Background: an optimization exercise with open tools, aiming at small area. Do not read the settings as production practice. Only simulation tests tie the RTL to the original design; equivalence was not proved. Power and IR drop assume default switching activity.

==> flow/design.v <==
module LDST_SEQUENCER (
    input           clock,
    input           clock_enable,
    input           reset,
    output  [15:0]  instruction_bus_address,
    input   [12:0]  instruction_bus_data,
    output  [7:0]   io_bus_address,
    output  [7:0]   io_bus_data_out,
    input   [7:0]   io_bus_data_in,
    output          io_bus_out,
    output          io_bus_in
);
    wire    [11:0]  ins = instruction_bus_data[11:0];
    wire    [7:0]   d   = ins[7:0];
    wire    transfer    = ~ins[11] & ~ins[10];
    wire    load        = transfer & ~ins[8];
    wire    store       = transfer &  ins[8];
    wire    ld_bus      = load & ~ins[9];
    wire    subroutine  = ~ins[11] & ins[10];
    wire    call        = subroutine & ~ins[8];
    wire    ret         = subroutine &  ins[8];
    wire    internal    = ~|d[7:2];
    wire    sel_a       = internal & (d[1:0] == 2'd0);
    wire    sel_b       = internal & (d[1:0] == 2'd1);
    wire    sel_f       = internal & (d[1:0] == 2'd2);
    wire    sel_alu     = internal & (d[1:0] == 2'd3);
    wire    ex_store    = clock_enable & store;
    wire    ex_load     = clock_enable & load;
    reg     [7:0]   work;
    reg     [7:0]   reg_a;
    reg     [7:0]   reg_b;
    reg     [7:0]   alu_op;
    reg             flag_o, flag_c, flag_z;
    reg     [15:0]  pc;
    wire    [7:0]   op2     = alu_op[3] ? {8{alu_op[1]}} : (reg_b ^ {8{alu_op[1]}});
    wire            cin     = alu_op[1] ? ~(alu_op[0] & ~flag_c) : (alu_op[0] & flag_c);
    wire    [7:0]   g       = reg_a & op2;
    wire    [7:0]   p       = reg_a ^ op2;
    wire    [8:0]   c;
    assign  c[0] = cin;
    genvar  i;
    generate
        for (i = 0; i < 8; i = i + 2) begin : carry_chain
            wire    gg = g[i+1] | (p[i+1] & g[i]);
            wire    pp = p[i+1] & p[i];
            assign  c[i+1] = g[i] | (p[i] & c[i]);
            assign  c[i+2] = gg | (pp & c[i]);
        end
    endgenerate
    wire    [2:0]   fn      = alu_op[7:5];
    wire            sel_p   = (fn == 3'b001) | (fn == 3'b010) | (fn == 3'b100);
    wire            sel_g   = (fn == 3'b000) | (fn == 3'b001);
    wire            is_add  = (fn == 3'b100);
    wire            is_shl  = (fn == 3'b101);
    wire            is_shr  = fn[2] & fn[1];
    wire    [7:0]   logic_res = ({8{sel_p}} & p) ^ (({8{sel_g}} & g) | ({8{is_add}} & c[7:0]));
    wire    [7:0]   shl_res   = {reg_a[6:0], cin};
    wire    [7:0]   shr_res   = {cin | (alu_op[5] & reg_a[7]), reg_a[7:1]};
    wire    [7:0]   res_mux   = ({8{is_shl}} & shl_res)
                              | ({8{is_shr}} & shr_res)
                              | ({8{~(is_shl | is_shr)}} & logic_res);
    wire    [7:0]   alu_res   = res_mux ^ {8{alu_op[2]}};
    wire            c_out   = (is_add & c[8]) | (is_shl & reg_a[7]) | (is_shr & reg_a[0]) | (~alu_op[7] & flag_c);
    wire            o_out   = is_add ? (~(reg_a[7] ^ op2[7]) & (reg_a[7] ^ logic_res[7])) : flag_o;
    wire            z_out   = ~|alu_res;
    wire            ld_reg  = ex_load & ~ins[9];
    wire            w_imm   = ex_load & ins[9];
    wire            w_io    = ld_reg & ~internal;
    wire            w_a     = ld_reg & sel_a;
    wire            w_b     = ld_reg & sel_b;
    wire            w_f     = ld_reg & sel_f;
    wire            w_alu   = ld_reg & sel_alu;
    wire    [7:0]   work_next = ({8{w_imm}} & d)
                              | ({8{w_io}}  & io_bus_data_in)
                              | ({8{w_a}}   & reg_a)
                              | ({8{w_b}}   & reg_b)
                              | ({8{w_f}}   & {5'd0, flag_o, flag_c, flag_z})
                              | ({8{w_alu}} & alu_res)
                              | ({8{~ex_load}} & work);
    always @(posedge clock, posedge reset) begin
        if (reset)
            work <= 8'h00;
        else
            work <= work_next;
    end
    always @(posedge clock, posedge reset) begin
        if (reset) begin
            reg_a  <= 8'h00;
            reg_b  <= 8'h00;
            alu_op <= 8'h00;
        end else begin
            if (ex_store & sel_a)   reg_a  <= work;
            if (ex_store & sel_b)   reg_b  <= work;
            if (ex_store & sel_alu) alu_op <= work;
        end
    end
    always @(posedge clock, posedge reset) begin
        if (reset)
            {flag_o, flag_c, flag_z} <= 3'b000;
        else if (ex_store & sel_f)
            {flag_o, flag_c, flag_z} <= work[2:0];
        else if (w_alu)
            {flag_o, flag_c, flag_z} <= {o_out, c_out, z_out};
    end
    reg     [15:0]  st0, st1, st2, st3;
    wire    [3:0]   valid;
    wire            push    = clock_enable & call;
    wire            pop     = clock_enable & ret;
    wire    [15:0]  pc_inc  = pc + {15'd0, clock_enable};
    wire            hold    = ~push & ~pop;
    always @(posedge clock) begin
        st0 <= ({16{push}} & pc_inc) | ({16{pop}} & st1) | ({16{hold}} & st0);
        st1 <= ({16{push}} & st0)    | ({16{pop}} & st2) | ({16{hold}} & st1);
        st2 <= ({16{push}} & st1)    | ({16{pop}} & st3) | ({16{hold}} & st2);
        if (push)
            st3 <= st2;
    end
    reg     [2:0]   depth;
    always @(posedge clock, posedge reset) begin
        if (reset)
            depth <= 3'd0;
        else if (push & ~depth[2])
            depth <= depth + 3'd1;
        else if (pop & (depth != 3'd0))
            depth <= depth - 3'd1;
    end
    assign  valid = {depth[2], depth[2] | (depth[1] & depth[0]), depth[2] | depth[1], depth != 3'd0};
    wire    taken   = ins[11] & (~|ins[10:8] | |(ins[10:8] & {flag_o, flag_c, flag_z}));
    wire            sel_ret = clock_enable & ret & valid[0];
    wire            sel_jmp = clock_enable & (call | taken);
    wire            sel_inc = ~(clock_enable & (ret | call | taken));
    wire    [15:0]  pc_next = ({16{sel_ret}} & st0)
                            | ({16{sel_jmp}} & {work, d})
                            | ({16{sel_inc}} & pc_inc);
    always @(posedge clock, posedge reset) begin
        if (reset)
            pc <= 16'h0000;
        else
            pc <= pc_next;
    end
    assign  instruction_bus_address = pc;
    assign  io_bus_address          = d;
    assign  io_bus_data_out         = work;
    assign  io_bus_out              = store;
    assign  io_bus_in               = ld_bus;
endmodule
export LEC_CHECK = 0
export CAP_MARGIN = 10
export CORE_MARGIN = 2
export CORE_UTILIZATION = 55
export GPL_TIMING_DRIVEN = 0
export SETUP_SLACK_MARGIN = 0.15
export SLEW_MARGIN = 10
create_clock -name core_clock -period 3.5 [get_ports {clock}]
standard.sh (not shown) runs the stock make flow with config.mk's settings and CLKGATE_MAP_FILE= SYNTH_SCRIPT=/design/flow/synth_recipe.tcl, a recipe that flattens the netlist after the stock synthesis.
==> flow/flow/run.sh <==
#!/bin/bash
# Own layout flow: the standard ORFS flow, with an area-oriented synthesis
# (no full/half-adder extraction, an area-mapping ABC script), small port
# buffers and a clock tree without dummy loads. Each tool's output goes to a
# log of its own in this folder.
set -euo pipefail
W=$(pwd)
F=$W/flow

# Synthesis script: ORFS's synth.tcl with the ABC script swapped for ours.
sed -e "s|log_cmd abc {\*}\$abc_args|log_cmd abc -script $F/area.abc {*}[lrange \$abc_args 2 end]|" \
    "$FLOW_HOME/scripts/synth.tcl" > "$W/own_synth_body.tcl"
grep -q "area.abc" "$W/own_synth_body.tcl"
sed -e "s|\$::env(SCRIPTS_DIR)/synth.tcl|$W/own_synth_body.tcl|" synth_recipe.tcl > "$W/own_synth.tcl"
grep -q own_synth_body "$W/own_synth.tcl"

# standard.sh with our synthesis script and extra knobs.
# flow/knobs.txt: one extra make variable assignment per line.
EXTRA="ADDER_MAP_FILE="
while IFS= read -r line; do
  [[ -z "$line" || "$line" == \#* ]] && continue
  EXTRA="$EXTRA '$line'"
done < "$F/knobs.txt"
sed -e "s|SYNTH_SCRIPT=[^ ]*|SYNTH_SCRIPT=$W/own_synth.tcl $EXTRA|" standard.sh > "$W/own_standard.sh"
grep -q own_synth "$W/own_standard.sh"

bash "$W/own_standard.sh" finish > "$W/flow_make.log" 2>&1
==> flow/flow/area.abc <==
strash
&get -n
&dc2
&dch -f
&nf -R 1000
&put
topo
==> flow/flow/knobs.txt <==
BUFFER_PORTS_ARGS=-buffer_cell sky130_fd_sc_hd__buf_1
CTS_ARGS=-sink_clustering_enable -repair_clock_nets -dont_use_dummy_load -buf_list sky130_fd_sc_hd__clkbuf_4
Change:
--- a/flow/flow/run.sh
+++ b/flow/flow/run.sh
@@ -1,6 +1,7 @@
 #!/bin/bash
 # Own layout flow: the standard ORFS flow, with an area-oriented synthesis
-# (no full/half-adder extraction, an area-mapping ABC script), small port
-# buffers and a clock tree without dummy loads. Each tool's output goes to a
+# (no full/half-adder extraction, an area-mapping ABC script), synthesis's
+# pass-through buffers removed before port buffering, small port buffers and
+# a clock tree without dummy loads. Each tool's output goes to a
 # log of its own in this folder.
 set -euo pipefail
@@ -17,5 +18,5 @@
 # standard.sh with our synthesis script and extra knobs.
 # flow/knobs.txt: one extra make variable assignment per line.
-EXTRA="ADDER_MAP_FILE="
+EXTRA="ADDER_MAP_FILE= PRE_GLOBAL_PLACE_TCL=$F/pre_gpl.tcl"
 while IFS= read -r line; do
   [[ -z "$line" || "$line" == \#* ]] && continue
==> flow/flow/pre_gpl.tcl (new file) <==
# Before port buffering and global placement: remove the buffers synthesis
# put on pass-through wires (instruction_bus_data[7:0] to io_bus_address),
# as the standard flow's timing-driven placement does; buffer_ports then
# gives every port its own buffer.
remove_buffers
--- a/flow/config.mk
+++ b/flow/config.mk
@@ -10,4 +10,4 @@
 export CORE_UTILIZATION = 55
 export GPL_TIMING_DRIVEN = 0
-export SETUP_SLACK_MARGIN = 0.15
+export SETUP_SLACK_MARGIN = 0.1
 export SLEW_MARGIN = 10
=> The new run completed without violations; final area fell by 3.4%; worst hold slack is better by 14 ps; worst setup slack is worse by 50 ps; global-route usage rose by 1.4 points; wire length rose by 1.3%; total power rose by 0.52%; fmax fell by 1.5%.

what the ideal ports hide:
Ports are ideal in the flow. The routed layouts listed here were re-timed in OpenROAD. Step 1 assumes that a clkbuf_16 drives the clock port and a buf_2 every other input. Step 2 adds t to the input delays and takes it off the output delays; t is the mean of the earliest and latest rising clock arrival at the registers after step 1. Input paths then give back, and output paths get back, about the clock's delay inside the block. Three values: no drivers, after step 1, after step 2; two values: the first two.
| run | t (ns) | slack for setup (ns) | hold WS [ns] | worst setup path at the end |
|---|---|---|---|---|
| the first run | 0.529 | 0.201 / 0.201 / -0.125 | 0.066 / 0.054 / 0.461 | input to register |
| the second run | 0.535 | 0.151 / 0.151 / -0.171 | 0.080 / 0.070 / 0.433 | input to register |
Met with ideal ports but missed after step 2: setup timing in the first run and the second run. The setup slack of the first run, which loses most, moves by 0.000 ns with the drivers and by -0.326 ns with both steps.
